Source: an optimization exercise on an open RTL-to-GDS flow (aim: small area and a short achievable clock period). Production flows keep margins and buffers that such runs may drop. At most, simulation tests tie the RTL to the original design; equivalence was not proved. No functional check of the RTL was part of run 1.

==> flow/design.v, too long to show whole: its modules and the start of the top module <==
// module direct_FIR: 1546 lines
// module cpa_add: 5 lines
// module fa3: 6 lines
// module synthesis_direct_FIR: 8 lines
module synthesis_direct_FIR(out, inp, clk, rstn);
  // ...
==> flow/flow/run.sh <==
#!/bin/bash
# Own layout flow: the standard ORFS flow, with the port buffers built
# from regular buffers instead of delay buffers, and setup repair asked to
# leave a margin (SETUP_MARGIN ns) so that it also works on paths that
# already meet the design's clock period.
set -euo pipefail
cd "$(dirname "$0")/.."
export BUFFER_PORTS_ARGS="-buffer_cell sky130_fd_sc_hd__buf_2"
export SETUP_SLACK_MARGIN=${SETUP_MARGIN:-8.1}
bash standard.sh > standard_make.log 2>&1
==> flow/standard.sh <==
#!/bin/bash
# synth_recipe.tcl (not shown) runs the flow's synth.tcl, then flattens the netlist and writes it again
# the make line also repeats each setting of config.mk as NAME=value (left out here)
make -C /OpenROAD-flow-scripts/flow DESIGN_CONFIG=/design/flow/config.mk WORK_HOME=/design/flow/orfs CLKGATE_MAP_FILE= SYNTH_SCRIPT=/design/flow/synth_recipe.tcl "${@:-finish}"
==> flow/config.mk <==
export PLATFORM = sky130hd
export DESIGN_NAME = synthesis_direct_FIR
export DESIGN_NICKNAME = synthesis_direct_FIR
export VERILOG_FILES = /design/flow/design.v
export SDC_FILE = /design/flow/constraint.sdc
export NUM_CORES = 4
export LEC_CHECK = 0
export CAP_MARGIN = 20
export CORE_MARGIN = 2
export CORE_UTILIZATION = 65
export CTS_BUF_LIST = sky130_fd_sc_hd__clkbuf_16
export CTS_CLUSTER_DIAMETER = 90
export CTS_CLUSTER_SIZE = 30
export SLEW_MARGIN = 20
export SYNTH_HIERARCHICAL = 1
export SYNTH_MINIMUM_KEEP_SIZE = 0
==> flow/constraint.sdc <==
create_clock -name core_clock -period 11.5 [get_ports {clk}]
set_input_delay 2.3000 -clock core_clock [delete_from_list [all_inputs] [get_ports {clk}]]
set_output_delay 2.3000 -clock core_clock [all_outputs]
set_load 0.01 [all_outputs]
==> results by group, run 1 <==
Run status
  • Status: no timing/DRC/antenna violations

Route
  • Pre-antenna DRT Iters: 5
  • Wirelength per Cell: about 27 µm

Synthesis
  • Count of different cell masters after synthesis: 49
  • Synth Area in Simple Gates: 0.03490
  • EDFF count, synth: 0
  • Number of synthesized register bits: ~210
  • Top FF cell, synth: dfxtp_1

Worst setup path
  • Crit-path leading delay family: adder cells
  • Worst setup path end: DIR_FIR.q52

Timing
  • RSZ-0062 raised after global routing: yes
  • Final WS setup: approximately 8000 ps

Placement
  • Placed cell areas: 15470 µm²

Clocking
  • Post-cts resize count: 18
  • Reg clk slew, reported paths: 110 ps

Final layout
  • Multi-input gate share of the layout cell area: 0.6328
  • Area growth syn-to-layout: 7.281%
  • Largest reg by FF count: DIR_FIR.out
  • Final Net Count: around 1600
  • Diode count: 0

Die
  • I/O pins: 44
  • Initial Util: 0.6603
==> inputs of run 2 (changes only) <==
--- a/flow/design.v
+++ b/flow/design.v
@@ -1535,25 +1535,19 @@
         q84 <= s769;
         q85 <= c764;
         q86 <= s777;
         q87 <= c778;
         q88 <= s781;
         q89 <= c780;
         q90 <= c782;
     end
-    wire [25:0] sum;
-    cpa_add u_cpa (.a(ra), .b(rb), .s(sum));
+    wire [25:0] sum = ra + rb;
     always @(posedge clk) out <= sum;
 endmodule
-module cpa_add (a, b, s);
-    input [25:0] a, b;
-    output [25:0] s;
-    assign s = a + b;
-endmodule
 module fa3 (a, b, c, s, co);
     input a, b, c;
     output s, co;
     assign s = a ^ b ^ c;
     assign co = (a & b) | (a & c) | (b & c);
 endmodule
 module synthesis_direct_FIR(out, inp, clk, rstn);
     localparam X_SIZE = 16;    
==> flow/run.sh (new file) <==
#!/bin/bash
# synth_recipe.tcl (not shown) runs the flow's synth.tcl, then flattens the netlist and writes it again
# the make line also repeats each setting of config.mk as NAME=value (left out here)
make -C /OpenROAD-flow-scripts/flow DESIGN_CONFIG=/design/flow/config.mk WORK_HOME=/design/flow/orfs CLKGATE_MAP_FILE= SYNTH_SCRIPT=/design/flow/synth_recipe.tcl finish
==> flow/config.mk (replaced) <==
export PLATFORM = sky130hd
export DESIGN_NAME = synthesis_direct_FIR
export DESIGN_NICKNAME = synthesis_direct_FIR
export VERILOG_FILES = /design/flow/design.v
export SDC_FILE = /design/flow/constraint.sdc
export NUM_CORES = 4
export LEC_CHECK = 0
export CAP_MARGIN = 20
export CORE_MARGIN = 2
export CORE_UTILIZATION = 65
export CTS_BUF_LIST = sky130_fd_sc_hd__clkbuf_16
export CTS_CLUSTER_DIAMETER = 80
export CTS_CLUSTER_SIZE = 25
export SETUP_SLACK_MARGIN = 5
export SLEW_MARGIN = 20
export SYNTH_HIERARCHICAL = 1
export SYNTH_MINIMUM_KEEP_SIZE = 0
removed: flow/flow/run.sh
removed: flow/standard.sh
==> run 2 against run 1 <==
Still clean on timing, DRC and antenna; synthesized cell count shrank 2.6%; via count shrank 3.3%; setup slack got worse by 320 ps; die area is 1.2% lower; count of clock-buffer cells in the layout grew 2; global-route usage decreased by 0.25 points; critical endpoint is now DIR_FIR.out[25].
==> results by group, run 2 <==
Synthesis
  • Share of the synthesized area in the top cell type: 0.5289
  • Number of synthesized register bits: 213 (unchanged)
  • Commonest cells post-synth: 390 x fa_1, 213 x dfxtp_1, 171 x inv_1, 72 x ha_1, 22 x a21oi_1
  • EDFF count, synth: 0 (unchanged)
  • Gate count after technology mapping: approximately 1000
  • Area contributors post-synth: fa_1 53%, dfxtp_1 29%, ha_1 6.1%, inv_1 4.3%, xnor2_1 0.89%
  • Seq/Total Area, Yosys: 0.2888
  • Ys async rst share: 0
  • Mapped Area: about 15000 µm²
  • Syn avg cell area: 14.33 µm²
  • Top cell type by total area after synthesis: fa_1
  • Count of different cell masters after synthesis: 45 (-8.2%)
  • Leading cell type by number of instances after synthesis: fa_1
  • Top FF cell, synth: dfxtp_1
  • Synthesis warning total: 7
  • Synth Net Count: approximately 1500

Worst setup path
  • Crit Path Category: flip-flop to flip-flop
  • R2R setup slack: between 7000 and 8000 ps
  • Crit. End Element: flip-flop
  • CP required: approximately 12000 ps
  • WP data arrival: between 4000 and 5000 ps
  • Peak fanout along the critical path: 6
  • Crit path launch type: flip-flop

Clocking
  • Worst skew pair latency: between 500 and 600 ps
  • Number of setup buffers added after CTS: 0
  • Reg clk slew, reported paths: 90 ps (-20 ps)
  • Num CTS Buffers: 14
  • Hold_buf cts: 0
  • CTS root buffer: clkbuf_16
  • H-Tree Depth: 1
  • Clock sink count: 213
  • CTS tree: built
  • Clk buf depth: 3
  • Post-cts resize count: 0 (-18)

Timing
  • Least-Margin Pin Slew: between 800 and 900 ps
  • Final hold vios: 0
  • Setup Viol. Count Final: 0
  • Fin crit period: 3712 ps
  • Min Hold Slack: 395.2 ps
  • Relative slew slack: 0.4580
  • Achievable Freq: roughly 0.27 GHz
  • Final WS setup: 7788 ps (-315.8 ps)
  • Final slew viol count: 0
  • Worst clock skew: between 20 and 30 ps
  • Final setup TNS: 0 ps
  • Period utilisation layout: 0.3228
  • RSZ-0062 raised after global routing: no

Global route
  • GRT Max-Usage Layer: met2
  • Tot GR Track Use: 0.3323
  • Total grt overflow: 0
  • Met3 usage in global routing: 0.1423
  • Grt met2 use: 0.4985
  • First-pass GRT wire length: 55.67 mm
  • Vias in the first global route: around 9000
  • Largest net degree at the start of global routing: 26
  • Initial antenna violation count: 0
  • Met1 Use GR: 0.4428

Final layout
  • Most common cell after layout, fill and taps aside: fa_1
  • Largest reg by FF count: DIR_FIR.out
  • FF/Latch Area: roughly 4300 µm²
  • Area of the multi-input gates: around 9800 µm²
  • Share of cells above drive strength 1: 0.02475
  • Largest register FFs: 26
  • Final Net Count: 1564 (-1.6%)
  • Fillers: 1554
  • Layout Cells excl Fill: ~1400
  • Util after Layout: 0.7119
  • Commonest cells after routing, fill and taps aside: 390 x fa_1, 213 x dfxtp_1, 173 x inv_1, 72 x ha_1, 43 x clkdlybuf4s50_1
  • Area growth syn-to-layout: 8.187%

Route
  • Antenna-violating nets left: 0
  • Iter 0 DRT Violations: roughly 520
  • Pre-antenna DRT Iters: 5 (unchanged)
  • DRC violations left: 0
  • WL final: 36.56 mm
  • Wirelength per Cell: 26.55 µm (-0.87%)
  • Vias/cell: ~5.7
  • Via Count: 7836

Run status
  • Status: no timing/DRC/antenna violations

Die
  • Placeable Area: about 22000 µm²
  • Initial Util: 0.6581 (-0.002289)
  • Die height: 154.7 µm
  • Die W: 154.7 µm
  • Full die area: 23930 µm²
  • Rows: 55
  • I/O pins: 44 (unchanged)

Job
  • Maxcap violations: 0

Placement
  • HPWL after detailed placement: about 32 mm
  • Setup slack after placement: 7861 ps
  • IO Port Bufs: 43
  • Inst Count DP: between 1000 and 1500
  • Routability Congestion: 1.057

Worst hold path
  • Worst min path class: flip-flop to flip-flop
==> run 2: per-stage QoR <==
stage | area [µm²]
6_report | 15970
5_1_grt | 15970
4_1_cts | 15970
3_5_place_dp | 15530
3_3_place_gp | 15530
2_1_floorplan | 14760
==> run 2: final cells by class <==
type	count	share of cell area
Antenna cell	1	0.0001567
Timing Repair Buffer	43	0.02695
Sequential cell	213	0.2670
Clock inverter	8	0.003995
Multi-Input combinational cell	641	0.6159
Inverter	171	0.04019
Clock buffer	15	0.02350
Tap cell	285	0.02233
==> run 2: per-module statistics from Yosys (local to each module, per instance), a selection <==
module / cell area (µm²) / flops+latches
direct_FIR: 6975 / 213
fa3: 20.02 / 0
==> run 2: cells by family after synthesis <==
family / Yosys count / share of synthesized area
XOR/XNOR: 22 / 0.01305
buffers and inverters: 176 / 0.04483
flip-flops: 213 / 0.2888
adder cells (fa/ha/maj): 462 / 0.5899
AO/OA/AOI/OAI: 68 / 0.03144
AND/OR/NAND/NOR: 87 / 0.03060
multiplexers: 2 / 0.001356
==> run 2: routing by layer <==
layer	share of wire	up-vias
met4	0.035	4
met2	0.44	398
li1	-	3253
met1	0.40	4093
met5	0.0033	-
met3	0.12	88
==> run 2: final timing paths <==
| check | start | to | cells past startpoint |
|---|---|---|---|
| worst max-delay path | DIR_FIR.q43 | DIR_FIR.out[25] | 10 |
| worst min-delay path | DIR_FIR.x2[5] | DIR_FIR.x3[5] | 0 |
| worst max register to register | DIR_FIR.q43 | DIR_FIR.out[25] | 10 |
| worst min register to register | DIR_FIR.x2[5] | DIR_FIR.x3[5] | 0 |
==> run 2: worst max-delay path: stages, from the launching register on <==
cell	delay, ps
dfxtp_1	330
fa_1	560
fa_1	430
fa_1	380
ha_1	410
a21oi_1	240
o221ai_1	150
a31oi_1	630
o211ai_1	200
nand2_1	150
xor2_1	150

[port drivers added, routing unchanged]
Ports are ideal in the flow. The routed layouts listed here were re-timed in OpenROAD.
Step 1 assumes that a clkbuf_16 drives the clock port and a buf_2 every other input.
Step 2, shift: input delay + t, output delay - t, t = (earliest + latest rising clock arrival at the registers) / 2. This alone moves slack from input paths to output paths.
a / b / c = ideal / step 1 / step 2; a / b = the first two.
| run | t, ns | setup slack, ns | clock arrival spread, ns | slew at the worst register clock pin (ns) |
|---|---|---|---|---|
| run 1 | 0.532 | 8.103 / 8.103 / 8.103 | 0.032 / 0.032 | 0.11 / 0.11 |
| run 2 | 0.542 | 7.788 / 7.788 / 7.788 | 0.030 / 0.030 | 0.10 / 0.10 |
After both steps every run listed still meets setup and hold.
